This design comes from an exercise in tuning for small area on the open sky130 flow, not from production work.
In this exercise RTL edits were held to simulation tests only and were not proved equivalent to the original.

<file path="design.v">
package AggrCDMAPkg;
    parameter int CDMA_CODE_WIDTH = 16;                      
    parameter int NUM_PORTS       = CDMA_CODE_WIDTH;         
    parameter int DATA_WIDTH      = 8;                       
    parameter int LOG_CODE_WIDTH  = $clog2(CDMA_CODE_WIDTH-1); 
    parameter int COUNTER_WIDTH   = $clog2(CDMA_CODE_WIDTH-1);   
    parameter logic [CDMA_CODE_WIDTH*CDMA_CODE_WIDTH-1:0] CDMA_CODES    
                   = { 16'd0,
                       16'd21845,
                       16'd13107,
                       16'd26214,
                       16'd3855,
                       16'd23130,
                       16'd15420,
                       16'd26985,
                       16'd255,
                       16'd21930,
                       16'd13260,
                       16'd26265,
                       16'd4080,
                       16'd23205,
                       16'd15555,
                       16'd27030};
    typedef   logic [DATA_WIDTH-1:0] dataWord;  
endpackage
module fa3 (
  input  logic a,
  input  logic b,
  input  logic c,
  output logic s,
  output logic co
);
  assign s  = a ^ b ^ c;
  assign co = (a & b) | (a & c) | (b & c);
endmodule
module ha2 (
  input  logic a,
  input  logic b,
  output logic s,
  output logic co
);
  assign s  = a ^ b;
  assign co = a & b;
endmodule
module acdma_top (
  input  logic         clk,
  input  logic         rst,
  input  logic [127:0] data_in,
  output logic [127:0] decoded_out
);
  logic [15:1] chip;
  wire  [15:0] chipx = {chip, 1'b0};
  wire  [3:0]  ph = ~{chip[8], chip[4], chip[2], chip[1]};
  wire  [3:0]  nn = ~(ph + 4'h1);
  always_ff @(posedge clk) begin
    if (rst) chip <= 15'd0;
    else begin
      chip[1] <= nn[0];
      chip[2] <= nn[1];
      chip[3] <= nn[0] ^ nn[1];
      chip[4] <= nn[2];
      chip[5] <= nn[0] ^ nn[2];
      chip[6] <= nn[1] ^ nn[2];
      chip[7] <= nn[0] ^ nn[1] ^ nn[2];
      chip[8] <= nn[3];
      chip[9] <= nn[0] ^ nn[3];
      chip[10] <= nn[1] ^ nn[3];
      chip[11] <= nn[0] ^ nn[1] ^ nn[3];
      chip[12] <= nn[2] ^ nn[3];
      chip[13] <= nn[0] ^ nn[2] ^ nn[3];
      chip[14] <= nn[1] ^ nn[2] ^ nn[3];
      chip[15] <= nn[0] ^ nn[1] ^ nn[2] ^ nn[3];
    end
  end
  logic [127:0] w;
  assign w[7:0] = {~(data_in[7] ^ chipx[0]), data_in[6:0] ^ {7{chipx[0]}}};
  assign w[15:8] = {~(data_in[15] ^ chipx[1]), data_in[14:8] ^ {7{chipx[1]}}};
  assign w[23:16] = {~(data_in[23] ^ chipx[2]), data_in[22:16] ^ {7{chipx[2]}}};
  assign w[31:24] = {~(data_in[31] ^ chipx[3]), data_in[30:24] ^ {7{chipx[3]}}};
  assign w[39:32] = {~(data_in[39] ^ chipx[4]), data_in[38:32] ^ {7{chipx[4]}}};
  assign w[47:40] = {~(data_in[47] ^ chipx[5]), data_in[46:40] ^ {7{chipx[5]}}};
  assign w[55:48] = {~(data_in[55] ^ chipx[6]), data_in[54:48] ^ {7{chipx[6]}}};
  assign w[63:56] = {~(data_in[63] ^ chipx[7]), data_in[62:56] ^ {7{chipx[7]}}};
  assign w[71:64] = {~(data_in[71] ^ chipx[8]), data_in[70:64] ^ {7{chipx[8]}}};
  assign w[79:72] = {~(data_in[79] ^ chipx[9]), data_in[78:72] ^ {7{chipx[9]}}};
  assign w[87:80] = {~(data_in[87] ^ chipx[10]), data_in[86:80] ^ {7{chipx[10]}}};
  assign w[95:88] = {~(data_in[95] ^ chipx[11]), data_in[94:88] ^ {7{chipx[11]}}};
  assign w[103:96] = {~(data_in[103] ^ chipx[12]), data_in[102:96] ^ {7{chipx[12]}}};
  assign w[111:104] = {~(data_in[111] ^ chipx[13]), data_in[110:104] ^ {7{chipx[13]}}};
  assign w[119:112] = {~(data_in[119] ^ chipx[14]), data_in[118:112] ^ {7{chipx[14]}}};
  assign w[127:120] = {~(data_in[127] ^ chipx[15]), data_in[126:120] ^ {7{chipx[15]}}};
  wire ts0, tc0;
  fa3 uts0 (.a(w[120]), .b(w[112]), .c(w[104]), .s(ts0), .co(tc0));
  wire ts1, tc1;
  ha2 uts1 (.a(w[96]), .b(w[88]), .s(ts1), .co(tc1));
  wire ts2, tc2;
  fa3 uts2 (.a(w[121]), .b(w[113]), .c(w[105]), .s(ts2), .co(tc2));
  wire ts3, tc3;
  fa3 uts3 (.a(w[97]), .b(w[89]), .c(w[81]), .s(ts3), .co(tc3));
  wire ts4, tc4;
  ha2 uts4 (.a(w[73]), .b(w[65]), .s(ts4), .co(tc4));
  wire ts5, tc5;
  fa3 uts5 (.a(w[122]), .b(w[114]), .c(w[106]), .s(ts5), .co(tc5));
  wire ts6, tc6;
  fa3 uts6 (.a(w[98]), .b(w[90]), .c(w[82]), .s(ts6), .co(tc6));
  wire ts7, tc7;
  fa3 uts7 (.a(w[74]), .b(w[66]), .c(w[58]), .s(ts7), .co(tc7));
  wire ts8, tc8;
  fa3 uts8 (.a(w[123]), .b(w[115]), .c(w[107]), .s(ts8), .co(tc8));
  wire ts9, tc9;
  fa3 uts9 (.a(w[99]), .b(w[91]), .c(w[83]), .s(ts9), .co(tc9));
  wire ts10, tc10;
  fa3 uts10 (.a(w[75]), .b(w[67]), .c(w[59]), .s(ts10), .co(tc10));
  wire ts11, tc11;
  fa3 uts11 (.a(w[124]), .b(w[116]), .c(w[108]), .s(ts11), .co(tc11));
  wire ts12, tc12;
  fa3 uts12 (.a(w[100]), .b(w[92]), .c(w[84]), .s(ts12), .co(tc12));
  wire ts13, tc13;
  fa3 uts13 (.a(w[76]), .b(w[68]), .c(w[60]), .s(ts13), .co(tc13));
  wire ts14, tc14;
  fa3 uts14 (.a(w[125]), .b(w[117]), .c(w[109]), .s(ts14), .co(tc14));
  wire ts15, tc15;
  fa3 uts15 (.a(w[101]), .b(w[93]), .c(w[85]), .s(ts15), .co(tc15));
  wire ts16, tc16;
  fa3 uts16 (.a(w[77]), .b(w[69]), .c(w[61]), .s(ts16), .co(tc16));
  wire ts17, tc17;
  fa3 uts17 (.a(w[126]), .b(w[118]), .c(w[110]), .s(ts17), .co(tc17));
  wire ts18, tc18;
  fa3 uts18 (.a(w[102]), .b(w[94]), .c(w[86]), .s(ts18), .co(tc18));
  wire ts19, tc19;
  fa3 uts19 (.a(w[78]), .b(w[70]), .c(w[62]), .s(ts19), .co(tc19));
  wire ts20, tc20;
  fa3 uts20 (.a(w[127]), .b(w[119]), .c(w[111]), .s(ts20), .co(tc20));
  wire ts21, tc21;
  fa3 uts21 (.a(w[103]), .b(w[95]), .c(w[87]), .s(ts21), .co(tc21));
  wire ts22, tc22;
  fa3 uts22 (.a(w[79]), .b(w[71]), .c(w[63]), .s(ts22), .co(tc22));
  wire ts23, tc23;
  fa3 uts23 (.a(w[80]), .b(w[72]), .c(w[64]), .s(ts23), .co(tc23));
  wire ts24, tc24;
  fa3 uts24 (.a(w[56]), .b(w[48]), .c(w[40]), .s(ts24), .co(tc24));
  wire ts25, tc25;
  fa3 uts25 (.a(tc1), .b(tc0), .c(w[57]), .s(ts25), .co(tc25));
  wire ts26, tc26;
  fa3 uts26 (.a(w[49]), .b(w[41]), .c(w[33]), .s(ts26), .co(tc26));
  wire ts27, tc27;
  fa3 uts27 (.a(w[25]), .b(w[17]), .c(w[9]), .s(ts27), .co(tc27));
  wire ts28, tc28;
  fa3 uts28 (.a(tc4), .b(tc3), .c(tc2), .s(ts28), .co(tc28));
  wire ts29, tc29;
  fa3 uts29 (.a(w[50]), .b(w[42]), .c(w[34]), .s(ts29), .co(tc29));
  wire ts30, tc30;
  fa3 uts30 (.a(w[26]), .b(w[18]), .c(w[10]), .s(ts30), .co(tc30));
  wire ts31, tc31;
  ha2 uts31 (.a(w[2]), .b(ts7), .s(ts31), .co(tc31));
  wire ts32, tc32;
  fa3 uts32 (.a(tc7), .b(tc6), .c(tc5), .s(ts32), .co(tc32));
  wire ts33, tc33;
  fa3 uts33 (.a(w[51]), .b(w[43]), .c(w[35]), .s(ts33), .co(tc33));
  wire ts34, tc34;
  fa3 uts34 (.a(w[27]), .b(w[19]), .c(w[11]), .s(ts34), .co(tc34));
  wire ts35, tc35;
  fa3 uts35 (.a(w[3]), .b(ts10), .c(ts9), .s(ts35), .co(tc35));
  wire ts36, tc36;
  fa3 uts36 (.a(tc10), .b(tc9), .c(tc8), .s(ts36), .co(tc36));
  wire ts37, tc37;
  fa3 uts37 (.a(w[52]), .b(w[44]), .c(w[36]), .s(ts37), .co(tc37));
  wire ts38, tc38;
  fa3 uts38 (.a(w[28]), .b(w[20]), .c(w[12]), .s(ts38), .co(tc38));
  wire ts39, tc39;
  fa3 uts39 (.a(w[4]), .b(ts13), .c(ts12), .s(ts39), .co(tc39));
  wire ts40, tc40;
  fa3 uts40 (.a(tc13), .b(tc12), .c(tc11), .s(ts40), .co(tc40));
  wire ts41, tc41;
  fa3 uts41 (.a(w[53]), .b(w[45]), .c(w[37]), .s(ts41), .co(tc41));
  wire ts42, tc42;
  fa3 uts42 (.a(w[29]), .b(w[21]), .c(w[13]), .s(ts42), .co(tc42));
  wire ts43, tc43;
  fa3 uts43 (.a(w[5]), .b(ts16), .c(ts15), .s(ts43), .co(tc43));
  wire ts44, tc44;
  fa3 uts44 (.a(tc16), .b(tc15), .c(tc14), .s(ts44), .co(tc44));
  wire ts45, tc45;
  fa3 uts45 (.a(w[54]), .b(w[46]), .c(w[38]), .s(ts45), .co(tc45));
  wire ts46, tc46;
  fa3 uts46 (.a(w[30]), .b(w[22]), .c(w[14]), .s(ts46), .co(tc46));
  wire ts47, tc47;
  fa3 uts47 (.a(w[6]), .b(ts19), .c(ts18), .s(ts47), .co(tc47));
  wire ts48, tc48;
  fa3 uts48 (.a(tc19), .b(tc18), .c(tc17), .s(ts48), .co(tc48));
  wire ts49, tc49;
  fa3 uts49 (.a(w[55]), .b(w[47]), .c(w[39]), .s(ts49), .co(tc49));
  wire ts50, tc50;
  fa3 uts50 (.a(w[31]), .b(w[23]), .c(w[15]), .s(ts50), .co(tc50));
  wire ts51, tc51;
  fa3 uts51 (.a(w[7]), .b(ts22), .c(ts21), .s(ts51), .co(tc51));
  wire ts52, tc52;
  fa3 uts52 (.a(w[32]), .b(w[24]), .c(w[16]), .s(ts52), .co(tc52));
  wire ts53, tc53;
  ha2 uts53 (.a(w[8]), .b(w[0]), .s(ts53), .co(tc53));
  wire ts54, tc54;
  fa3 uts54 (.a(tc24), .b(tc23), .c(w[1]), .s(ts54), .co(tc54));
  wire ts55, tc55;
  fa3 uts55 (.a(ts4), .b(ts3), .c(ts2), .s(ts55), .co(tc55));
  wire ts56, tc56;
  ha2 uts56 (.a(ts27), .b(ts26), .s(ts56), .co(tc56));
  wire ts57, tc57;
  fa3 uts57 (.a(tc27), .b(tc26), .c(tc25), .s(ts57), .co(tc57));
  wire ts58, tc58;
  fa3 uts58 (.a(ts6), .b(ts5), .c(ts31), .s(ts58), .co(tc58));
  wire ts59, tc59;
  fa3 uts59 (.a(ts30), .b(ts29), .c(ts28), .s(ts59), .co(tc59));
  wire ts60, tc60;
  fa3 uts60 (.a(tc31), .b(tc30), .c(tc29), .s(ts60), .co(tc60));
  wire ts61, tc61;
  fa3 uts61 (.a(tc28), .b(ts8), .c(ts35), .s(ts61), .co(tc61));
  wire ts62, tc62;
  fa3 uts62 (.a(ts34), .b(ts33), .c(ts32), .s(ts62), .co(tc62));
  wire ts63, tc63;
  fa3 uts63 (.a(tc35), .b(tc34), .c(tc33), .s(ts63), .co(tc63));
  wire ts64, tc64;
  fa3 uts64 (.a(tc32), .b(ts11), .c(ts39), .s(ts64), .co(tc64));
  wire ts65, tc65;
  fa3 uts65 (.a(ts38), .b(ts37), .c(ts36), .s(ts65), .co(tc65));
  wire ts66, tc66;
  fa3 uts66 (.a(tc39), .b(tc38), .c(tc37), .s(ts66), .co(tc66));
  wire ts67, tc67;
  fa3 uts67 (.a(tc36), .b(ts14), .c(ts43), .s(ts67), .co(tc67));
  wire ts68, tc68;
  fa3 uts68 (.a(ts42), .b(ts41), .c(ts40), .s(ts68), .co(tc68));
  wire ts69, tc69;
  fa3 uts69 (.a(tc43), .b(tc42), .c(tc41), .s(ts69), .co(tc69));
  wire ts70, tc70;
  fa3 uts70 (.a(tc40), .b(ts17), .c(ts47), .s(ts70), .co(tc70));
  wire ts71, tc71;
  fa3 uts71 (.a(ts46), .b(ts45), .c(ts44), .s(ts71), .co(tc71));
  wire ts72, tc72;
  fa3 uts72 (.a(tc47), .b(tc46), .c(tc45), .s(ts72), .co(tc72));
  wire ts73, tc73;
  fa3 uts73 (.a(tc44), .b(ts20), .c(ts51), .s(ts73), .co(tc73));
  wire ts74, tc74;
  fa3 uts74 (.a(ts50), .b(ts49), .c(ts48), .s(ts74), .co(tc74));
  wire ts75, tc75;
  fa3 uts75 (.a(tc51), .b(tc50), .c(tc49), .s(ts75), .co(tc75));
  wire ts76, tc76;
  fa3 uts76 (.a(tc48), .b(tc22), .c(tc21), .s(ts76), .co(tc76));
  wire ts77, tc77;
  fa3 uts77 (.a(ts1), .b(ts0), .c(ts24), .s(ts77), .co(tc77));
  wire ts78, tc78;
  fa3 uts78 (.a(tc53), .b(tc52), .c(ts25), .s(ts78), .co(tc78));
  wire ts79, tc79;
  ha2 uts79 (.a(ts56), .b(ts55), .s(ts79), .co(tc79));
  wire ts80, tc80;
  fa3 uts80 (.a(tc56), .b(tc55), .c(tc54), .s(ts80), .co(tc80));
  wire ts81, tc81;
  fa3 uts81 (.a(ts59), .b(ts58), .c(ts57), .s(ts81), .co(tc81));
  wire ts82, tc82;
  fa3 uts82 (.a(tc59), .b(tc58), .c(tc57), .s(ts82), .co(tc82));
  wire ts83, tc83;
  fa3 uts83 (.a(ts62), .b(ts61), .c(ts60), .s(ts83), .co(tc83));
  wire ts84, tc84;
  fa3 uts84 (.a(tc62), .b(tc61), .c(tc60), .s(ts84), .co(tc84));
  wire ts85, tc85;
  fa3 uts85 (.a(ts65), .b(ts64), .c(ts63), .s(ts85), .co(tc85));
  wire ts86, tc86;
  fa3 uts86 (.a(tc65), .b(tc64), .c(tc63), .s(ts86), .co(tc86));
  wire ts87, tc87;
  fa3 uts87 (.a(ts68), .b(ts67), .c(ts66), .s(ts87), .co(tc87));
  wire ts88, tc88;
  fa3 uts88 (.a(tc68), .b(tc67), .c(tc66), .s(ts88), .co(tc88));
  wire ts89, tc89;
  fa3 uts89 (.a(ts71), .b(ts70), .c(ts69), .s(ts89), .co(tc89));
  wire ts90, tc90;
  fa3 uts90 (.a(tc71), .b(tc70), .c(tc69), .s(ts90), .co(tc90));
  wire ts91, tc91;
  fa3 uts91 (.a(ts74), .b(ts73), .c(ts72), .s(ts91), .co(tc91));
  wire ts92, tc92;
  fa3 uts92 (.a(tc74), .b(tc73), .c(tc72), .s(ts92), .co(tc92));
  wire ts93, tc93;
  fa3 uts93 (.a(tc20), .b(ts76), .c(ts75), .s(ts93), .co(tc93));
  wire ts94, tc94;
  ha2 uts94 (.a(ts23), .b(ts53), .s(ts94), .co(tc94));
  wire ts95, tc95;
  fa3 uts95 (.a(tc77), .b(ts54), .c(ts79), .s(ts95), .co(tc95));
  wire ts96, tc96;
  fa3 uts96 (.a(tc79), .b(tc78), .c(ts81), .s(ts96), .co(tc96));
  wire ts97, tc97;
  fa3 uts97 (.a(tc81), .b(tc80), .c(ts83), .s(ts97), .co(tc97));
  wire ts98, tc98;
  fa3 uts98 (.a(tc83), .b(tc82), .c(ts85), .s(ts98), .co(tc98));
  wire ts99, tc99;
  fa3 uts99 (.a(tc85), .b(tc84), .c(ts87), .s(ts99), .co(tc99));
  wire ts100, tc100;
  fa3 uts100 (.a(tc87), .b(tc86), .c(ts89), .s(ts100), .co(tc100));
  wire ts101, tc101;
  fa3 uts101 (.a(tc89), .b(tc88), .c(ts91), .s(ts101), .co(tc101));
  wire ts102, tc102;
  fa3 uts102 (.a(tc91), .b(tc90), .c(ts93), .s(ts102), .co(tc102));
  wire ts103, tc103;
  fa3 uts103 (.a(tc93), .b(tc92), .c(tc76), .s(ts103), .co(tc103));
  wire [11:0] t0 = {1'b0, tc103, ts103, ts102, ts101, ts100, ts99, ts98, ts97, ts96, ts95, ts94};
  wire [11:0] t1 = {1'b0, 1'b0, tc75, ts92, ts90, ts88, ts86, ts84, ts82, ts80, ts78, ts77};
  wire [11:0] t2 = {1'b0, 1'b0, tc102, tc101, tc100, tc99, tc98, tc97, tc96, tc95, tc94, ts52};
  logic [11:0] a0, a1, a2;
  logic [11:0] r1, r2, x;
  logic [7:0] xd;
  wire sel = ~ph[0];   
  always_ff @(posedge clk) begin
    a0 <= t0;
    a1 <= t1;
    a2 <= t2;
    r1 <= a0 + a1 + a2;
    r2 <= r1;
    x  <= (sel ? {r2[10:0], 1'b0} : r2) + (sel ? ~x : r1);
    xd <= x[11:4];
  end
  logic [7:0] sl, sh;
  logic clr_lo, clr_hi;
  assign clr_lo = (ph == 4'd4) | (ph == 4'd5);
  always_comb begin
    case (ph)
      4'd0: sl = 8'haa;
      4'd1: sl = 8'h55;
      4'd2: sl = 8'h00;
      4'd3: sl = 8'h00;
      4'd4: sl = 8'h5a;
      4'd5: sl = 8'hb4;
      4'd6: sl = 8'he1;
      4'd7: sl = 8'hc3;
      4'd8: sl = 8'ha5;
      4'd9: sl = 8'h4b;
      4'd10: sl = 8'h1e;
      4'd11: sl = 8'h3c;
      4'd12: sl = 8'h99;
      4'd13: sl = 8'h33;
      4'd14: sl = 8'h66;
      4'd15: sl = 8'hcc;
      default: sl = 8'h00;
    endcase
  end
  always_ff @(posedge clk) begin
    sh <= sl;
    clr_hi <= clr_lo;
  end
  logic [3:0] klo [0:7];
  logic [7:0] khi [0:7];
  assign klo[0] = ph[0] ? 4'hc : 4'hc;
  assign khi[0] = ph[0] ? 8'hff : 8'hff;
  assign klo[1] = ph[0] ? 4'hc : 4'hc;
  assign khi[1] = ph[0] ? 8'hff : 8'hff;
  assign klo[2] = ph[0] ? 4'hc : 4'h8;
  assign khi[2] = ph[0] ? 8'h7 : 8'hff;
  assign klo[3] = ph[0] ? 4'h0 : 4'hc;
  assign khi[3] = ph[0] ? 8'hff : 8'h0;
  assign klo[4] = ph[0] ? 4'hc : 4'hc;
  assign khi[4] = ph[0] ? 8'hff : 8'hff;
  assign klo[5] = ph[0] ? 4'hc : 4'hc;
  assign khi[5] = ph[0] ? 8'hff : 8'hff;
  assign klo[6] = ph[0] ? 4'hc : 4'hc;
  assign khi[6] = ph[0] ? 8'hff : 8'hff;
  assign klo[7] = ph[0] ? 4'hc : 4'hc;
  assign khi[7] = ph[0] ? 8'hff : 8'hff;
  logic [11:0] ring [0:15];
  logic [7:0]  cy;
  wire [3:0] la0 = clr_lo ? klo[0] : ring[0][3:0];
  wire [3:0] lb0 = x[3:0] ^ {4{sl[0]}};
  wire [4:0] lc0;
  wire [3:0] ls0;
  assign lc0[0] = 1'b0;
  ha2 ul0_0 (.a(la0[0]), .b(lb0[0]), .s(ls0[0]), .co(lc0[1]));
  fa3 ul0_1 (.a(la0[1]), .b(lb0[1]), .c(lc0[1]), .s(ls0[1]), .co(lc0[2]));
  fa3 ul0_2 (.a(la0[2]), .b(lb0[2]), .c(lc0[2]), .s(ls0[2]), .co(lc0[3]));
  fa3 ul0_3 (.a(la0[3]), .b(lb0[3]), .c(lc0[3]), .s(ls0[3]), .co(lc0[4]));
  wire [7:0] ha0 = clr_hi ? khi[0] : ring[1][11:4];
  wire [7:0] hb0 = xd ^ {8{sh[0]}};
  wire [7:0] hc0;
  wire [7:0] hs0;
  assign hc0[0] = cy[0];
  fa3 uh0_0 (.a(ha0[0]), .b(hb0[0]), .c(hc0[0]), .s(hs0[0]), .co(hc0[1]));
  fa3 uh0_1 (.a(ha0[1]), .b(hb0[1]), .c(hc0[1]), .s(hs0[1]), .co(hc0[2]));
  fa3 uh0_2 (.a(ha0[2]), .b(hb0[2]), .c(hc0[2]), .s(hs0[2]), .co(hc0[3]));
  fa3 uh0_3 (.a(ha0[3]), .b(hb0[3]), .c(hc0[3]), .s(hs0[3]), .co(hc0[4]));
  fa3 uh0_4 (.a(ha0[4]), .b(hb0[4]), .c(hc0[4]), .s(hs0[4]), .co(hc0[5]));
  fa3 uh0_5 (.a(ha0[5]), .b(hb0[5]), .c(hc0[5]), .s(hs0[5]), .co(hc0[6]));
  fa3 uh0_6 (.a(ha0[6]), .b(hb0[6]), .c(hc0[6]), .s(hs0[6]), .co(hc0[7]));
  assign hs0[7] = ha0[7] ^ hb0[7] ^ hc0[7];
  wire [3:0] la1 = clr_lo ? klo[1] : ring[2][3:0];
  wire [3:0] lb1 = x[3:0] ^ {4{sl[1]}};
  wire [4:0] lc1;
  wire [3:0] ls1;
  assign lc1[0] = 1'b0;
  ha2 ul1_0 (.a(la1[0]), .b(lb1[0]), .s(ls1[0]), .co(lc1[1]));
  fa3 ul1_1 (.a(la1[1]), .b(lb1[1]), .c(lc1[1]), .s(ls1[1]), .co(lc1[2]));
  fa3 ul1_2 (.a(la1[2]), .b(lb1[2]), .c(lc1[2]), .s(ls1[2]), .co(lc1[3]));
  fa3 ul1_3 (.a(la1[3]), .b(lb1[3]), .c(lc1[3]), .s(ls1[3]), .co(lc1[4]));
  wire [7:0] ha1 = clr_hi ? khi[1] : ring[3][11:4];
  wire [7:0] hb1 = xd ^ {8{sh[1]}};
  wire [7:0] hc1;
  wire [7:0] hs1;
  assign hc1[0] = cy[1];
  fa3 uh1_0 (.a(ha1[0]), .b(hb1[0]), .c(hc1[0]), .s(hs1[0]), .co(hc1[1]));
  fa3 uh1_1 (.a(ha1[1]), .b(hb1[1]), .c(hc1[1]), .s(hs1[1]), .co(hc1[2]));
  fa3 uh1_2 (.a(ha1[2]), .b(hb1[2]), .c(hc1[2]), .s(hs1[2]), .co(hc1[3]));
  fa3 uh1_3 (.a(ha1[3]), .b(hb1[3]), .c(hc1[3]), .s(hs1[3]), .co(hc1[4]));
  fa3 uh1_4 (.a(ha1[4]), .b(hb1[4]), .c(hc1[4]), .s(hs1[4]), .co(hc1[5]));
  fa3 uh1_5 (.a(ha1[5]), .b(hb1[5]), .c(hc1[5]), .s(hs1[5]), .co(hc1[6]));
  fa3 uh1_6 (.a(ha1[6]), .b(hb1[6]), .c(hc1[6]), .s(hs1[6]), .co(hc1[7]));
  assign hs1[7] = ha1[7] ^ hb1[7] ^ hc1[7];
  wire [3:0] la2 = clr_lo ? klo[2] : ring[4][3:0];
  wire [3:0] lb2 = x[3:0] ^ {4{sl[2]}};
  wire [4:0] lc2;
  wire [3:0] ls2;
  assign lc2[0] = 1'b0;
  ha2 ul2_0 (.a(la2[0]), .b(lb2[0]), .s(ls2[0]), .co(lc2[1]));
  fa3 ul2_1 (.a(la2[1]), .b(lb2[1]), .c(lc2[1]), .s(ls2[1]), .co(lc2[2]));
  fa3 ul2_2 (.a(la2[2]), .b(lb2[2]), .c(lc2[2]), .s(ls2[2]), .co(lc2[3]));
  fa3 ul2_3 (.a(la2[3]), .b(lb2[3]), .c(lc2[3]), .s(ls2[3]), .co(lc2[4]));
  wire [7:0] ha2 = clr_hi ? khi[2] : ring[5][11:4];
  wire [7:0] hb2 = xd ^ {8{sh[2]}};
  wire [7:0] hc2;
  wire [7:0] hs2;
  assign hc2[0] = cy[2];
  fa3 uh2_0 (.a(ha2[0]), .b(hb2[0]), .c(hc2[0]), .s(hs2[0]), .co(hc2[1]));
  fa3 uh2_1 (.a(ha2[1]), .b(hb2[1]), .c(hc2[1]), .s(hs2[1]), .co(hc2[2]));
  fa3 uh2_2 (.a(ha2[2]), .b(hb2[2]), .c(hc2[2]), .s(hs2[2]), .co(hc2[3]));
  fa3 uh2_3 (.a(ha2[3]), .b(hb2[3]), .c(hc2[3]), .s(hs2[3]), .co(hc2[4]));
  fa3 uh2_4 (.a(ha2[4]), .b(hb2[4]), .c(hc2[4]), .s(hs2[4]), .co(hc2[5]));
  fa3 uh2_5 (.a(ha2[5]), .b(hb2[5]), .c(hc2[5]), .s(hs2[5]), .co(hc2[6]));
  fa3 uh2_6 (.a(ha2[6]), .b(hb2[6]), .c(hc2[6]), .s(hs2[6]), .co(hc2[7]));
  assign hs2[7] = ha2[7] ^ hb2[7] ^ hc2[7];
  wire [3:0] la3 = clr_lo ? klo[3] : ring[6][3:0];
  wire [3:0] lb3 = x[3:0] ^ {4{sl[3]}};
  wire [4:0] lc3;
  wire [3:0] ls3;
  assign lc3[0] = 1'b0;
  ha2 ul3_0 (.a(la3[0]), .b(lb3[0]), .s(ls3[0]), .co(lc3[1]));
  fa3 ul3_1 (.a(la3[1]), .b(lb3[1]), .c(lc3[1]), .s(ls3[1]), .co(lc3[2]));
  fa3 ul3_2 (.a(la3[2]), .b(lb3[2]), .c(lc3[2]), .s(ls3[2]), .co(lc3[3]));
  fa3 ul3_3 (.a(la3[3]), .b(lb3[3]), .c(lc3[3]), .s(ls3[3]), .co(lc3[4]));
  wire [7:0] ha3 = clr_hi ? khi[3] : ring[7][11:4];
  wire [7:0] hb3 = xd ^ {8{sh[3]}};
  wire [7:0] hc3;
  wire [7:0] hs3;
  assign hc3[0] = cy[3];
  fa3 uh3_0 (.a(ha3[0]), .b(hb3[0]), .c(hc3[0]), .s(hs3[0]), .co(hc3[1]));
  fa3 uh3_1 (.a(ha3[1]), .b(hb3[1]), .c(hc3[1]), .s(hs3[1]), .co(hc3[2]));
  fa3 uh3_2 (.a(ha3[2]), .b(hb3[2]), .c(hc3[2]), .s(hs3[2]), .co(hc3[3]));
  fa3 uh3_3 (.a(ha3[3]), .b(hb3[3]), .c(hc3[3]), .s(hs3[3]), .co(hc3[4]));
  fa3 uh3_4 (.a(ha3[4]), .b(hb3[4]), .c(hc3[4]), .s(hs3[4]), .co(hc3[5]));
  fa3 uh3_5 (.a(ha3[5]), .b(hb3[5]), .c(hc3[5]), .s(hs3[5]), .co(hc3[6]));
  fa3 uh3_6 (.a(ha3[6]), .b(hb3[6]), .c(hc3[6]), .s(hs3[6]), .co(hc3[7]));
  assign hs3[7] = ha3[7] ^ hb3[7] ^ hc3[7];
  wire [3:0] la4 = clr_lo ? klo[4] : ring[8][3:0];
  wire [3:0] lb4 = x[3:0] ^ {4{sl[4]}};
  wire [4:0] lc4;
  wire [3:0] ls4;
  assign lc4[0] = 1'b0;
  ha2 ul4_0 (.a(la4[0]), .b(lb4[0]), .s(ls4[0]), .co(lc4[1]));
  fa3 ul4_1 (.a(la4[1]), .b(lb4[1]), .c(lc4[1]), .s(ls4[1]), .co(lc4[2]));
  fa3 ul4_2 (.a(la4[2]), .b(lb4[2]), .c(lc4[2]), .s(ls4[2]), .co(lc4[3]));
  fa3 ul4_3 (.a(la4[3]), .b(lb4[3]), .c(lc4[3]), .s(ls4[3]), .co(lc4[4]));
  wire [7:0] ha4 = clr_hi ? khi[4] : ring[9][11:4];
  wire [7:0] hb4 = xd ^ {8{sh[4]}};
  wire [7:0] hc4;
  wire [7:0] hs4;
  assign hc4[0] = cy[4];
  fa3 uh4_0 (.a(ha4[0]), .b(hb4[0]), .c(hc4[0]), .s(hs4[0]), .co(hc4[1]));
  fa3 uh4_1 (.a(ha4[1]), .b(hb4[1]), .c(hc4[1]), .s(hs4[1]), .co(hc4[2]));
  fa3 uh4_2 (.a(ha4[2]), .b(hb4[2]), .c(hc4[2]), .s(hs4[2]), .co(hc4[3]));
  fa3 uh4_3 (.a(ha4[3]), .b(hb4[3]), .c(hc4[3]), .s(hs4[3]), .co(hc4[4]));
  fa3 uh4_4 (.a(ha4[4]), .b(hb4[4]), .c(hc4[4]), .s(hs4[4]), .co(hc4[5]));
  fa3 uh4_5 (.a(ha4[5]), .b(hb4[5]), .c(hc4[5]), .s(hs4[5]), .co(hc4[6]));
  fa3 uh4_6 (.a(ha4[6]), .b(hb4[6]), .c(hc4[6]), .s(hs4[6]), .co(hc4[7]));
  assign hs4[7] = ha4[7] ^ hb4[7] ^ hc4[7];
  wire [3:0] la5 = clr_lo ? klo[5] : ring[10][3:0];
  wire [3:0] lb5 = x[3:0] ^ {4{sl[5]}};
  wire [4:0] lc5;
  wire [3:0] ls5;
  assign lc5[0] = 1'b0;
  ha2 ul5_0 (.a(la5[0]), .b(lb5[0]), .s(ls5[0]), .co(lc5[1]));
  fa3 ul5_1 (.a(la5[1]), .b(lb5[1]), .c(lc5[1]), .s(ls5[1]), .co(lc5[2]));
  fa3 ul5_2 (.a(la5[2]), .b(lb5[2]), .c(lc5[2]), .s(ls5[2]), .co(lc5[3]));
  fa3 ul5_3 (.a(la5[3]), .b(lb5[3]), .c(lc5[3]), .s(ls5[3]), .co(lc5[4]));
  wire [7:0] ha5 = clr_hi ? khi[5] : ring[11][11:4];
  wire [7:0] hb5 = xd ^ {8{sh[5]}};
  wire [7:0] hc5;
  wire [7:0] hs5;
  assign hc5[0] = cy[5];
  fa3 uh5_0 (.a(ha5[0]), .b(hb5[0]), .c(hc5[0]), .s(hs5[0]), .co(hc5[1]));
  fa3 uh5_1 (.a(ha5[1]), .b(hb5[1]), .c(hc5[1]), .s(hs5[1]), .co(hc5[2]));
  fa3 uh5_2 (.a(ha5[2]), .b(hb5[2]), .c(hc5[2]), .s(hs5[2]), .co(hc5[3]));
  fa3 uh5_3 (.a(ha5[3]), .b(hb5[3]), .c(hc5[3]), .s(hs5[3]), .co(hc5[4]));
  fa3 uh5_4 (.a(ha5[4]), .b(hb5[4]), .c(hc5[4]), .s(hs5[4]), .co(hc5[5]));
  fa3 uh5_5 (.a(ha5[5]), .b(hb5[5]), .c(hc5[5]), .s(hs5[5]), .co(hc5[6]));
  fa3 uh5_6 (.a(ha5[6]), .b(hb5[6]), .c(hc5[6]), .s(hs5[6]), .co(hc5[7]));
  assign hs5[7] = ha5[7] ^ hb5[7] ^ hc5[7];
  wire [3:0] la6 = clr_lo ? klo[6] : ring[12][3:0];
  wire [3:0] lb6 = x[3:0] ^ {4{sl[6]}};
  wire [4:0] lc6;
  wire [3:0] ls6;
  assign lc6[0] = 1'b0;
  ha2 ul6_0 (.a(la6[0]), .b(lb6[0]), .s(ls6[0]), .co(lc6[1]));
  fa3 ul6_1 (.a(la6[1]), .b(lb6[1]), .c(lc6[1]), .s(ls6[1]), .co(lc6[2]));
  fa3 ul6_2 (.a(la6[2]), .b(lb6[2]), .c(lc6[2]), .s(ls6[2]), .co(lc6[3]));
  fa3 ul6_3 (.a(la6[3]), .b(lb6[3]), .c(lc6[3]), .s(ls6[3]), .co(lc6[4]));
  wire [7:0] ha6 = clr_hi ? khi[6] : ring[13][11:4];
  wire [7:0] hb6 = xd ^ {8{sh[6]}};
  wire [7:0] hc6;
  wire [7:0] hs6;
  assign hc6[0] = cy[6];
  fa3 uh6_0 (.a(ha6[0]), .b(hb6[0]), .c(hc6[0]), .s(hs6[0]), .co(hc6[1]));
  fa3 uh6_1 (.a(ha6[1]), .b(hb6[1]), .c(hc6[1]), .s(hs6[1]), .co(hc6[2]));
  fa3 uh6_2 (.a(ha6[2]), .b(hb6[2]), .c(hc6[2]), .s(hs6[2]), .co(hc6[3]));
  fa3 uh6_3 (.a(ha6[3]), .b(hb6[3]), .c(hc6[3]), .s(hs6[3]), .co(hc6[4]));
  fa3 uh6_4 (.a(ha6[4]), .b(hb6[4]), .c(hc6[4]), .s(hs6[4]), .co(hc6[5]));
  fa3 uh6_5 (.a(ha6[5]), .b(hb6[5]), .c(hc6[5]), .s(hs6[5]), .co(hc6[6]));
  fa3 uh6_6 (.a(ha6[6]), .b(hb6[6]), .c(hc6[6]), .s(hs6[6]), .co(hc6[7]));
  assign hs6[7] = ha6[7] ^ hb6[7] ^ hc6[7];
  wire [3:0] la7 = clr_lo ? klo[7] : ring[14][3:0];
  wire [3:0] lb7 = x[3:0] ^ {4{sl[7]}};
  wire [4:0] lc7;
  wire [3:0] ls7;
  assign lc7[0] = 1'b0;
  ha2 ul7_0 (.a(la7[0]), .b(lb7[0]), .s(ls7[0]), .co(lc7[1]));
  fa3 ul7_1 (.a(la7[1]), .b(lb7[1]), .c(lc7[1]), .s(ls7[1]), .co(lc7[2]));
  fa3 ul7_2 (.a(la7[2]), .b(lb7[2]), .c(lc7[2]), .s(ls7[2]), .co(lc7[3]));
  fa3 ul7_3 (.a(la7[3]), .b(lb7[3]), .c(lc7[3]), .s(ls7[3]), .co(lc7[4]));
  wire [7:0] ha7 = clr_hi ? khi[7] : ring[15][11:4];
  wire [7:0] hb7 = xd ^ {8{sh[7]}};
  wire [7:0] hc7;
  wire [7:0] hs7;
  assign hc7[0] = cy[7];
  fa3 uh7_0 (.a(ha7[0]), .b(hb7[0]), .c(hc7[0]), .s(hs7[0]), .co(hc7[1]));
  fa3 uh7_1 (.a(ha7[1]), .b(hb7[1]), .c(hc7[1]), .s(hs7[1]), .co(hc7[2]));
  fa3 uh7_2 (.a(ha7[2]), .b(hb7[2]), .c(hc7[2]), .s(hs7[2]), .co(hc7[3]));
  fa3 uh7_3 (.a(ha7[3]), .b(hb7[3]), .c(hc7[3]), .s(hs7[3]), .co(hc7[4]));
  fa3 uh7_4 (.a(ha7[4]), .b(hb7[4]), .c(hc7[4]), .s(hs7[4]), .co(hc7[5]));
  fa3 uh7_5 (.a(ha7[5]), .b(hb7[5]), .c(hc7[5]), .s(hs7[5]), .co(hc7[6]));
  fa3 uh7_6 (.a(ha7[6]), .b(hb7[6]), .c(hc7[6]), .s(hs7[6]), .co(hc7[7]));
  assign hs7[7] = ha7[7] ^ hb7[7] ^ hc7[7];
  always_ff @(posedge clk) begin
    ring[1] <= {ring[0][11:4], ls0};
    cy[0] <= lc0[4];
    ring[2] <= {hs0, ring[1][3:0]};
    ring[3] <= {ring[2][11:4], ls1};
    cy[1] <= lc1[4];
    ring[4] <= {hs1, ring[3][3:0]};
    ring[5] <= {ring[4][11:4], ls2};
    cy[2] <= lc2[4];
    ring[6] <= {hs2, ring[5][3:0]};
    ring[7] <= {ring[6][11:4], ls3};
    cy[3] <= lc3[4];
    ring[8] <= {hs3, ring[7][3:0]};
    ring[9] <= {ring[8][11:4], ls4};
    cy[4] <= lc4[4];
    ring[10] <= {hs4, ring[9][3:0]};
    ring[11] <= {ring[10][11:4], ls5};
    cy[5] <= lc5[4];
    ring[12] <= {hs5, ring[11][3:0]};
    ring[13] <= {ring[12][11:4], ls6};
    cy[6] <= lc6[4];
    ring[14] <= {hs6, ring[13][3:0]};
    ring[15] <= {ring[14][11:4], ls7};
    cy[7] <= lc7[4];
    ring[0] <= {hs7, ring[15][3:0]};
  end
  assign decoded_out[7:0] = ring[5][11:4];
  assign decoded_out[15:8] = ring[6][11:4];
  assign decoded_out[23:16] = ring[7][11:4];
  assign decoded_out[31:24] = ring[8][11:4];
  assign decoded_out[39:32] = ring[9][11:4];
  assign decoded_out[47:40] = ring[10][11:4];
  assign decoded_out[55:48] = ring[11][11:4];
  assign decoded_out[63:56] = ring[12][11:4];
  assign decoded_out[71:64] = ring[13][11:4];
  assign decoded_out[79:72] = ring[14][11:4];
  assign decoded_out[87:80] = ring[15][11:4];
  assign decoded_out[95:88] = ring[0][11:4];
  assign decoded_out[103:96] = ring[1][11:4];
  assign decoded_out[111:104] = ring[2][11:4];
  assign decoded_out[119:112] = ring[3][11:4];
  assign decoded_out[127:120] = ring[4][11:4];
endmodule
</file>
<file path="config.mk">
export PLATFORM = sky130hd
export DESIGN_NAME = acdma_top
export DESIGN_NICKNAME = acdma_top
export VERILOG_FILES = /design/flow/design.v
export SDC_FILE = /design/flow/constraint.sdc
export NUM_CORES = 4
export LEC_CHECK = 0
export CAP_MARGIN = 20
export CORE_MARGIN = 2
export CORE_UTILIZATION = 40
export PLACE_DENSITY = 0.6
export SLEW_MARGIN = 20
export SYNTH_HIERARCHICAL = 1
export SYNTH_MINIMUM_KEEP_SIZE = 0
</file>
<file path="flow/run.sh">
#!/bin/bash
# The standard layout, with the smallest buffer on every input and output port
# instead of the flow's default choice.  make's output goes to flow_make.log.
set -euo pipefail
export BUFFER_PORTS_ARGS="-buffer_cell sky130_fd_sc_hd__buf_1"
bash standard.sh > flow_make.log 2>&1
</file>
<file path="standard.sh">
#!/bin/bash
# synth_recipe.tcl (not shown) runs the flow's synth.tcl, then flattens the netlist and writes it again
# the make line also repeats each setting of config.mk as NAME=value (left out here)
make -C /OpenROAD-flow-scripts/flow DESIGN_CONFIG=/design/flow/config.mk WORK_HOME=/design/flow/orfs CLKGATE_MAP_FILE= SYNTH_SCRIPT=/design/flow/synth_recipe.tcl "${@:-finish}"
</file>
<file path="constraint.sdc">
create_clock -name core_clock -period 4.0 [get_ports {clk}]
set_input_delay 0.8000 -clock core_clock [delete_from_list [all_inputs] [get_ports {clk}]]
set_output_delay 0.8000 -clock core_clock [all_outputs]
set_load 0.01 [all_outputs]
</file>
==> reports/results.txt, run 1 <==
Avg Cell Area, Syn - 12.2 µm²
vias in the first global route - 9702
WP data required - 4.44 ns
#FFs+latches synth - 299
Total Die Area - 0.0403 mm²
via count - 8564
Vias/cell - 4.39
Final Hold Slack - 0.317 ns
non-filler instance count after layout - 1953
worst path arrival time - 4.35 ns
CP startpoint - clr_hi
Slew HR - 0.557
Final period util - 0.978
CP max FO - 11
Worst Setup End Kind - register
CTS sink count - 299
asr flop ratio synth - 0
Crit path top cell by count - fa_2
CTS tree - yes
routability cong. - 0.857
DRT Wirelength - 30800 µm
Clk pin slew, worst setup/hold paths - 0.06 ns
layout cells sized above 1 - 0.147
Antenna Violating Nets Remaining - 0
DIE WIDTH - 201 µm
Synth Instances - 1275
crit-path cells - buf_6 > or2_2 > fa_2 > fa_2 > fa_2 > fa_2 > fa_2 > fa_2 > fa_2 > xnor2_1 > xnor2_1 > xnor2_1
Initial Util - 0.403
Avg WL per Cell - 15.8 µm
CTS buffer count - 31
Worst setup SP type - register
Netlist cell types - 51
Cell Area, Synth - 0.0155 mm²
skew final - 0.0117 ns
Worst-Skew Late Latency - 0.56 ns
Synthesis Warnings - 10
final worst slack - 0.0892 ns
Buf/Inv on CP - 1
hold_sp - ring[3][3]
nets - 1769
RSZ-0062 raised after global routing - yes
Detailed Route Iter0 Violations - 301
global-route wire length before repair - 50300 µm
fin crit period - 3.91 ns
maximum buffer depth of the clock tree - 3
DRC violations left - 0
syn nets - 1634
Total GRT Usage - 0.158
total grt overflow - 0
most common flop cell mapped by yosys - dfxtp_1
Worst Hold Class - reg -> reg
Slew @ Worst Pin - 0.663 ns
Seq/Total Area, Yosys - 0.386
crit path kind - reg -> reg
crit path max-delay cell type - fa_2
reg2reg start - clr_hi
router iterations before antenna repair - 4
worst slack, placed - -0.0306 ns
Core Footprint - 0.0385 mm²
largest net degree at the start of global routing - 51
MaxCap Viol Count - 0
Fmax - 256 MHz
hold buffer count at cts - 0
diode count - 0
Top delay family on crit path - adder cells
antenna violations before repair - 0
Inst Count DP - 1895
Buffers on Ports - 257
setup violators final - 0
htree depth - 1
Worst path max stage delay - 0.43 ns
# fillers - 3590
die boundary height - 201 µm
Max Slew Vio Count - 0
dpl hpwl - 24700 µm
clk root buf - clkbuf_16
final hold viol count - 0
EDFF count, synth - 0
total I/O pin count - 258
row cnt - 72
Syn-to-layout area delta - 12.8%
status - finished clean
Setup Fix Bufs, Post-CTS - 0
## cell usage after synthesis, types with 2 or more instances
master / number / area (µm²)
buf_4: 131 / 983
a21boi_1: 2 / 15.0
nand2b_1: 18 / 113
nand2_1: 20 / 75.1
o21ai_0: 24 / 120
nor3_1: 6 / 30.0
or3_1: 2 / 12.5
a21boi_0: 3 / 22.5
xnor2_1: 86 / 753
a21o_1: 7 / 52.6
o21a_1: 2 / 15.0
dfxtp_1: 299 / 5990
o21ai_2: 2 / 17.5
xor2_1: 170 / 1490
mux2_2: 10 / 113
nor2b_1: 5 / 31.3
a21oi_1: 27 / 135
buf_2: 11 / 55.1
fa_1: 189 / 3780
nand4_1: 2 / 12.5
inv_1: 39 / 146
buf_1: 9 / 33.8
nand3_1: 8 / 40.0
clkbuf_1: 34 / 128
and2_1: 17 / 106
nor2_1: 41 / 154
a211oi_1: 3 / 22.5
and4_1: 2 / 17.5
or2_2: 45 / 282
ha_1: 40 / 500
## timing repair
action                                  4_1_cts  5_1_grt
cloned                                        0        0
pin swaps                                     4       14
endpoints found under the setup margin        5        8
resized for setup                             7       23
## registers in the layout, summed over array words and instances (netlist names)
register,cells
a0,11
a1,10
a2,10
chip,15
clr_hi,1
cy,8
r1,12
r2,12
ring,192
sh,8
x,12
xd,8
## per-module statistics from Yosys (local to each module, per instance)
module	cells inside	flip-flops and latches	cell area, µm²	times used
acdma_top	1083	299	11800	1
fa3	1	0	20.0	177
ha2	1	0	12.5	15
## cell families (layout without fill, tap and decap cells)
| family | after synthesis | after routing | synth area share |
|---|---|---|---|
| AO/OA/AOI/OAI | 79 | 79 | 0.0321 |
| AND/OR/NAND/NOR | 170 | 170 | 0.0583 |
| buffers and inverters | 226 | 386 | 0.0879 |
| adder cells (fa/ha/maj) | 229 | 229 | 0.277 |
| multiplexers | 13 | 13 | 0.0103 |
| flip-flops | 299 | 299 | 0.386 |
| XOR/XNOR | 259 | 259 | 0.149 |
## path summary, 6_finish.rpt
kind	end	slack, ns	cells past startpoint
max	ring[14][11]	0.09	12
min	ring[4][3]	0.32	0
max reg2reg	ring[14][11]	0.09	12
min reg2reg	ring[4][3]	0.32	0
## metal layers
layer  share of wire  vias up  track usage
met4           0.026        0       0.0405
li1                -     4097            -
met2            0.53      155        0.300
met5               0        -            0
met3           0.035       47       0.0227
met1            0.41     4265        0.187
## cell type report
cell class | count | area, µm² | area share
Clock buffer | 39 | 856 | 0.0490
Multi-Input combinational cell | 750 | 8290 | 0.474
Tap cell | 518 | 648 | 0.0371
Sequential cell | 299 | 5990 | 0.343
Inverter | 40 | 150 | 0.00859
Clock inverter | 19 | 330 | 0.0189
Timing Repair Buffer | 288 | 1210 | 0.0695
## per-stage QoR
| stage | util | setup TNS (ns) | cell area [µm²] |
|---|---|---|---|
| finish | 0.454 | 0 | 17500 |
| global route | 0.454 | -0.0275 | 17500 |
| CTS | 0.453 | 0 | 17400 |
| detailed placement | 0.421 | -0.0787 | 16200 |
| global placement | 0.421 | 0 | 16200 |
| floorplan | - | 0 | 15600 |
## placed cells by master, fill, tap and decap left out, types with 6 or more instances in the layout
cell,count
xnor2_1,84
nand2b_1,18
nor2_1,41
ha_1,40
dfxtp_1,297
nand2_1,19
clkbuf_16,31
and2_1,17
bufinv_16,8
buf_1,257
mux2_2,10
buf_4,29
a21o_1,7
fa_1,139
inv_1,39
fa_2,50
nand3_1,8
xor2_1,170
nor3_1,6
o21ai_0,23
or2_2,45
a21oi_1,27
==> run 2, diff against run 1 <==
==> run.sh (new file) <==
#!/bin/bash
# synth_recipe.tcl (not shown) runs the flow's synth.tcl, then flattens the netlist and writes it again
# the make line also repeats each setting of config.mk as NAME=value (left out here)
make -C /OpenROAD-flow-scripts/flow DESIGN_CONFIG=/design/flow/config.mk WORK_HOME=/design/flow/orfs CLKGATE_MAP_FILE= SYNTH_SCRIPT=/design/flow/synth_recipe.tcl finish
removed: flow/run.sh
removed: standard.sh
==> reports/results.txt, run 2 <==
Antenna Violating Nets Remaining - 0 (unchanged)
Crit path top cell by count - fa_2 (unchanged)
Synth top area share - 0.386 (unchanged)
FF-to-FF path depth - 11 (was 12)
Cell Area, Synth - 0.0155 mm² (unchanged)
CTS tree - yes (unchanged)
Seq/Total Area, Yosys - 0.386 (unchanged)
skew final - 0.0160 ns (was 0.0117 ns)
Post-Synth Adder-Cell Area - 0.277 (unchanged)
largest net degree at the start of global routing - 51 (unchanged)
setup TNS - 0 ns (unchanged)
Worst setup SP type - register (unchanged)
status - finished clean (unchanged)
Buffers on Ports - 257 (unchanged)
via count - 8604 (was 8564)
Synth Instances - 1275 (unchanged)
Worst path max stage delay - 0.40 ns (was 0.43 ns)
CTS sink count - 299 (unchanged)
crit-path cells - or2_2 > fa_2 > fa_2 > fa_2 > fa_1 > fa_1 > fa_1 > fa_2 > xnor2_1 > xnor2_1 > xnor2_1 (was buf_6 > or2_2 > fa_2 > fa_2 > fa_2 > fa_2 > fa_2 > fa_2 > fa_2 > xnor2_1 > xnor2_1 > xnor2_1)
final hold viol count - 0 (unchanged)
Clk pin slew, worst setup/hold paths - 0.06 ns (about the same)
CTS buffer count - 34 (was 31)
crit path max-delay cell type - fa_2 (unchanged)
Vias/cell - 4.41 (was 4.39)
dpl hpwl - 26400 µm (was 24700 µm)
non-filler instance count after layout - 1953 (unchanged)
Total Die Area - 0.0403 mm² (unchanged)
Final Util - 0.492 (was 0.454)
fin crit period - 3.91 ns (about the same)
asr flop ratio synth - 0 (unchanged)
EDFF count, synth - 0 (unchanged)
multiplexer share of the synthesized area - 0.0103 (unchanged)
max reg flops - 192 (unchanged)
Worst Hold Class - reg -> reg (unchanged)
crit path kind - reg -> reg (unchanged)
most common flop cell mapped by yosys - dfxtp_1 (unchanged)
Core Footprint - 0.0385 mm² (unchanged)
Final period util - 0.977 (was 0.978)
Slew @ Worst Pin - 0.708 ns (was 0.663 ns)
setup violators final - 0 (unchanged)
hold path depth - 0 (unchanged)
vias in the first global route - 9804 (was 9702)
Synth Area in XOR/XNOR - 0.149 (unchanged)
RSZ-0062 raised after global routing - yes (unchanged)
Area contributors post-synth - dfxtp_1 (39%), fa_1 (24%), xor2_1 (9.6%) (unchanged)
Synth area leader - dfxtp_1 (unchanged)
Top delay family on crit path - adder cells (unchanged)
most frequent cells in the layout - dfxtp_1 (297), clkdlybuf4s50_1 (257), xor2_1 (170) (was dfxtp_1 (297), buf_1 (257), xor2_1 (170))
Worst-Skew Late Latency - 0.50 ns (was 0.56 ns)
Max Slew Vio Count - 0 (unchanged)
Synth Area in Compound Gates - 0.0321 (unchanged)
Netlist cell types - 51 (unchanged)
DRC violations left - 0 (unchanged)
die boundary height - 201 µm (unchanged)
htree depth - 2 (was 1)
Total GRT Usage - 0.166 (was 0.158)
Post-synth top cells - dfxtp_1 (299), fa_1 (189), xor2_1 (170), buf_4 (131), xnor2_1 (86) (unchanged)
routability cong. - 0.835 (was 0.857)
WP data required - 4.39 ns (was 4.44 ns)
Avg WL per Cell - 16.7 µm (was 15.8 µm)
row cnt - 72 (unchanged)
WHS Endpoint - ring[4][1] (was ring[4][3])
r2r setup slk - 0.09 ns (about the same)
biggest regs - ring: 192 flops, chip: 15 flops (unchanged)
Avg Cell Area, Syn - 12.2 µm² (unchanged)
Synthesis Warnings - 10 (unchanged)
DRT Wirelength - 32600 µm (was 30800 µm)
# fillers - 3431 (was 3590)
router iterations before antenna repair - 6 (was 4)
Syn-to-layout area delta - 22.3% (was 12.8%)
total I/O pin count - 258 (unchanged)
maximum buffer depth of the clock tree - 3 (unchanged)
Detailed Route Iter0 Violations - 219 (was 301)
Initial Util - 0.403 (unchanged)
Most flops, register - ring (unchanged)
most frequent cell after synthesis - dfxtp_1 (unchanged)
Setup Fix Bufs, Post-CTS - 0 (unchanged)
Worst Setup End Kind - register (unchanged)
Inst Count DP - 1897 (was 1895)
CP max FO - 4 (was 11)
reg2reg start - clr_hi (unchanged)
hold_sp - ring[3][1] (was ring[3][3])
DIE WIDTH - 201 µm (unchanged)
nets - 1774 (was 1769)
clk root buf - clkbuf_16 (unchanged)
worst path arrival time - 4.30 ns (was 4.35 ns)
Slew HR - 0.528 (was 0.557)
Synth Area in Simple Gates - 0.0583 (unchanged)
Buf/Inv on CP - 0 (was 1)
syn nets - 1634 (unchanged)
antenna violations before repair - 0 (unchanged)
global-route wire length before repair - 52000 µm (was 50300 µm)
MaxCap Viol Count - 0 (unchanged)
Fmax - 256 MHz (about the same)
Final Hold Slack - 0.312 ns (was 0.317 ns)
commonest non-fill, non-tap cell in the layout - dfxtp_1 (unchanged)
layout cells sized above 1 - 0.139 (was 0.147)
worst reg2reg path endpoint - ring[2][11] (was ring[14][11])
#FFs+latches synth - 299 (unchanged)
main combinational cell family by area after synthesis - adder cells (unchanged)
total grt overflow - 0 (unchanged)
## run 2: cell counts after synthesis
Identical to the previous run, type by type.
## run 2: how the worst max path moves through the flow
stage          startpoint            to  slack, ns  cells after the start
6_report           clr_hi   ring[2][11]       0.09                     11
2_1_floorplan      clr_hi   ring[6][11]     0.0008                     13
4_1_cts            clr_hi   ring[0][11]       0.02                     12
3_3_place_gp       clr_hi  ring[14][11]      -0.05                     12
5_1_grt            clr_hi   ring[4][11]      -0.01                     12
3_5_place_dp       clr_hi   ring[2][11]      -0.11                     11
## run 2: repair_timing
action                                  CTS  global route
endpoints found under the setup margin    8             8
hold buffers                              0             0
hold endpoints to repair                  0             0
resized for setup                        15            13
pin swaps                                 5             8
## run 2: per-module statistics from Yosys, one instance, submodules excluded
module,cells inside,cell area (µm²)
fa3,1,20.0
ha2,1,12.5
acdma_top,1083,11800
## run 2: area by class of cell
class	count	area, µm²	area share
antenna	1	2.50	0.000132
clock buffer	51	996	0.0526
clock inverter	4	53.8	0.00284
inverter	40	150	0.00793
multi-input combinational	750	8280	0.437
sequential	299	5990	0.316
tap	518	648	0.0342
timing repair buffer	290	2820	0.149
## run 2: stage by stage
step	instance area, µm²	setup slack, ns
global route	18900	-0.0137
CTS	18900	0.0176
floorplan	15600	0.000760
finish	18900	0.0930
global placement	17800	-0.0511
detailed placement	17800	-0.105
## run 2: cell families (layout without fill, tap and decap cells)
group | count (synthesis) | count (layout)
and+or+nand+nor | 170 | 170
DFF | 299 | 299
other | 0 | 1
buffers and inverters | 226 | 385
AOI/OAI and AO/OA | 79 | 79
xor gates and xnor gates | 259 | 259
muxes | 13 | 13
adders and majority gates | 229 | 229
## run 2: routing by layer
metal  vias to the layer above  wire [µm]  track usage  part of all wire
met4                         0        935       0.0550             0.029
li1                       4101          -            -                 -
met5                         -          0            0                 0
met2                       181      17000        0.306              0.52
met3                        57       1260       0.0284             0.039
met1                      4265      13400        0.195              0.41
==> run 3, diff against run 2 <==
==> flow/run.sh (new file) <==
#!/bin/bash
# The standard layout, with the smallest buffer on every input and output port
# instead of the flow's default choice, and clock tree synthesis without dummy
# loads and with smaller clock buffers.  make's output goes to flow_make.log.
set -euo pipefail
export BUFFER_PORTS_ARGS="-buffer_cell sky130_fd_sc_hd__buf_1"
export CTS_ARGS="-sink_clustering_enable -repair_clock_nets -dont_use_dummy_load -buf_list {sky130_fd_sc_hd__clkbuf_4 sky130_fd_sc_hd__clkbuf_8}"
bash standard.sh > flow_make.log 2>&1
==> standard.sh (new file) <==
#!/bin/bash
# synth_recipe.tcl (not shown) runs the flow's synth.tcl, then flattens the netlist and writes it again
# the make line also repeats each setting of config.mk as NAME=value (left out here)
make -C /OpenROAD-flow-scripts/flow DESIGN_CONFIG=/design/flow/config.mk WORK_HOME=/design/flow/orfs CLKGATE_MAP_FILE= SYNTH_SCRIPT=/design/flow/synth_recipe.tcl "${@:-finish}"
removed: run.sh
==> reports/results.txt, run 3 <==
router iterations before antenna repair - 4 (was 6)
Worst Hold Class - reg -> reg (unchanged)
Worst setup SP type - register (unchanged)
Initial Util - 0.403 (unchanged)
hold buffer count at cts - 0 (unchanged)
CP startpoint - clr_hi (unchanged)
EDFF count, synth - 0 (unchanged)
Avg Cell Area, Syn - 12.2 µm² (unchanged)
final worst slack - 0.0941 ns (was 0.0930 ns)
Slew @ Worst Pin - 0.724 ns (was 0.708 ns)
DIE WIDTH - 201 µm (unchanged)
skew final - 0.0930 ns (was 0.0160 ns)
vias in the first global route - 9830 (was 9804)
Buf/Inv on CP - 1 (was 0)
fin crit period - 3.91 ns (about the same)
Core Footprint - 0.0385 mm² (unchanged)
reg2reg start - clr_hi (unchanged)
Fmax - 256 MHz (about the same)
htree depth - 2 (unchanged)
Synth top area share - 0.386 (unchanged)
total I/O pin count - 258 (unchanged)
setup violators final - 0 (unchanged)
DRT Wirelength - 30800 µm (was 32600 µm)
clk root buf - clkbuf_8 (was clkbuf_16)
layout cells sized above 1 - 0.145 (was 0.139)
crit path max-delay cell type - fa_2 (unchanged)
Synthesis Warnings - 10 (unchanged)
final hold viol count - 0 (unchanged)
global-route wire length before repair - 50200 µm (was 52000 µm)
routability cong. - 0.857 (was 0.835)
Worst path max stage delay - 0.40 ns (about the same)
Total GRT Usage - 0.160 (was 0.166)
maximum buffer depth of the clock tree - 3 (unchanged)
CTS tree - yes (unchanged)
Avg WL per Cell - 15.8 µm (was 16.7 µm)
Antenna Violating Nets Remaining - 0 (unchanged)
Cell Area, Synth - 0.0155 mm² (unchanged)
Area contributors post-synth - dfxtp_1 (39%), fa_1 (24%), xor2_1 (9.6%) (unchanged)
Top delay family on crit path - adder cells (unchanged)
crit-path cells - buf_4 > or2_2 > fa_2 > fa_2 > fa_2 > fa_2 > fa_2 > fa_2 > fa_2 > xnor2_2 > xnor2_1 > xnor2_1 (was or2_2 > fa_2 > fa_2 > fa_2 > fa_1 > fa_1 > fa_1 > fa_2 > xnor2_1 > xnor2_1 > xnor2_1)
die boundary height - 201 µm (unchanged)
syn nets - 1634 (unchanged)
Synth area leader - dfxtp_1 (unchanged)
MaxCap Viol Count - 0 (unchanged)
Detailed Route Iter0 Violations - 246 (was 219)
Slew HR - 0.517 (was 0.528)
Total Die Area - 0.0403 mm² (unchanged)
#FFs+latches synth - 299 (unchanged)
hold_sp - ring[3][3] (was ring[3][1])
Worst Setup End Kind - register (unchanged)
WP data required - 4.49 ns (was 4.39 ns)
CTS sink count - 299 (unchanged)
DRC violations left - 0 (unchanged)
CP max FO - 11 (was 4)
diode count - 0 (was 1)
dpl hpwl - 24700 µm (was 26400 µm)
via count - 8645 (was 8604)
Post-synth top cells - dfxtp_1 (299), fa_1 (189), xor2_1 (170), buf_4 (131), xnor2_1 (86) (unchanged)
asr flop ratio synth - 0 (unchanged)
most frequent cell after synthesis - dfxtp_1 (unchanged)
Clk pin slew, worst setup/hold paths - 0.06 ns (about the same)
commonest non-fill, non-tap cell in the layout - dfxtp_1 (unchanged)
Crit path top cell by count - fa_2 (unchanged)
FF-to-FF path depth - 12 (was 11)
CTS buffer count - 49 (was 34)
biggest regs - ring: 192 flops, chip: 15 flops (unchanged)
Most flops, register - ring (unchanged)
Netlist cell types - 51 (unchanged)
Worst-Skew Late Latency - 0.58 ns (was 0.50 ns)
nets - 1787 (was 1774)
most common flop cell mapped by yosys - dfxtp_1 (unchanged)
Final period util - 0.976 (was 0.977)
status - finished clean (unchanged)
largest net degree at the start of global routing - 51 (unchanged)
Seq/Total Area, Yosys - 0.386 (unchanged)
Synth Instances - 1275 (unchanged)
most frequent cells in the layout - dfxtp_1 (297), buf_1 (257), xor2_1 (170) (was dfxtp_1 (297), clkdlybuf4s50_1 (257), xor2_1 (170))
hold path depth - 0 (unchanged)
antenna violations before repair - 0 (unchanged)
setup TNS - 0 ns (unchanged)
Vias/cell - 4.45 (was 4.41)
worst slack, placed - -0.0306 ns (was -0.105 ns)
r2r setup slk - 0.09 ns (about the same)
worst reg2reg path endpoint - ring[10][11] (was ring[2][11])
row cnt - 72 (unchanged)
Buffers on Ports - 257 (unchanged)
# fillers - 3646 (was 3431)
total grt overflow - 0 (unchanged)
RSZ-0062 raised after global routing - yes (unchanged)
Max Slew Vio Count - 0 (unchanged)
Syn-to-layout area delta - 9.53% (was 22.3%)
crit path kind - reg -> reg (unchanged)
WHS Endpoint - ring[4][3] (was ring[4][1])
worst path arrival time - 4.40 ns (was 4.30 ns)
max reg flops - 192 (unchanged)
## run 3: cell types whose count changed in the layout (fill, tap and decap cells not counted), sizes merged
cell           change
buf              +255
clkbuf             -2
inv                -1
bufinv             -1
clkdlybuf4s50    -257
diode              -1
clkinvlp           -2
## run 3: per-stage QoR
stage	area (µm²)	instances	hold WS [ns]	util
6_report	17000	1944	0.241	0.441
2_1_floorplan	15600	1275	0.310	-
4_1_cts	16900	1944	0.244	0.440
3_5_place_dp	16200	1895	0.312	0.421
5_1_grt	17000	1944	0.261	0.441
3_3_place_gp	16200	1895	0.310	0.421
## run 3: metal layers
metal | vias up | track usage | wire length, µm
met2 | 191 | 0.299 | 16400
met3 | 53 | 0.0295 | 1370
met4 | 0 | 0.0500 | 724
met1 | 4300 | 0.183 | 12300
li1 | 4101 | - | -
met5 | - | 0 | 0
## run 3: kinds of logic after synthesis
kind of cell / share of synthesized area
DFF: 0.386
buffers and inverters: 0.0879
xor gates and xnor gates: 0.149
AOI/OAI and AO/OA: 0.0321
muxes: 0.0103
adders and majority gates: 0.277
and+or+nand+nor: 0.0583
## run 3: worst max path at each step
stage	end	slack, ns	cells past startpoint
2_1_floorplan	ring[6][11]	0.0008	13
3_3_place_gp	ring[2][11]	0.03	11
3_5_place_dp	ring[8][11]	-0.03	13
4_1_cts	ring[4][11]	0.004	12
5_1_grt	ring[4][11]	-0.04	12
6_report	ring[10][11]	0.09	12
## run 3: modules after synthesis, one instance, submodules excluded
| module | cells inside | cell area [µm²] | times used | flops+latches |
|---|---|---|---|---|
| ha2 | 1 | 12.5 | 15 | 0 |
| acdma_top | 1083 | 11800 | 1 | 299 |
| fa3 | 1 | 20.0 | 177 | 0 |
## run 3: repair_timing
item                       in CTS  in global routing
pin swaps                       9                 16
gates resized for setup        17                 14
setup endpoints to repair       8                  8
buffers inserted                0                  0
## run 3: worst reg2reg max path, stage by stage (launching register included)
cell     delay (ns)
dfxtp_2        0.34
buf_4          0.17
or2_2          0.32
fa_2           0.40
fa_2           0.34
fa_2           0.34
fa_2           0.36
fa_2           0.35
fa_2           0.34
fa_2           0.36
xnor2_2        0.15
xnor2_1        0.21
xnor2_1        0.13
## run 3: cell type report
type                    count  area (µm²)  share of cell area
clock buffers              49         674              0.0397
multi-input cells         750        8300               0.489
inverters                  40         150             0.00885
flip-flops and latches    299        5990               0.353
well taps                 518         648              0.0382
repair buffers            288        1210              0.0713

## port drivers added, routing unchanged
The results above use ideal ports. As a check the final layouts listed here were re-extracted and re-timed, cells and wires unchanged. Step 1: set_driving_cell puts a clkbuf_16 on clk and a buf_2 on each other input, an assumption about the parent block. Step 2 adds t to the input delays and takes it off the output delays; t is the mean of the earliest and latest rising clock arrival at the registers after step 1. Input paths then give back, and output paths get back, about the clock's delay inside the block. Slacks: ideal / step 1 / step 2; pairs: ideal / step 1.
run | t, ns | setup WS [ns] | cell pins on the clock port's net
run 1 | 0.603 | 0.089 / 0.089 / 0.089 | 1
run 2 | 0.544 | 0.093 / 0.093 / -0.057 | 1
run 3 | 0.586 | 0.094 / 0.094 / 0.094 | 1
With both steps, setup timing fails in run 2, where it was met with ideal ports. The setup slack of run 2, which loses most, moves by 0.000 ns with the drivers and by -0.150 ns with both steps.
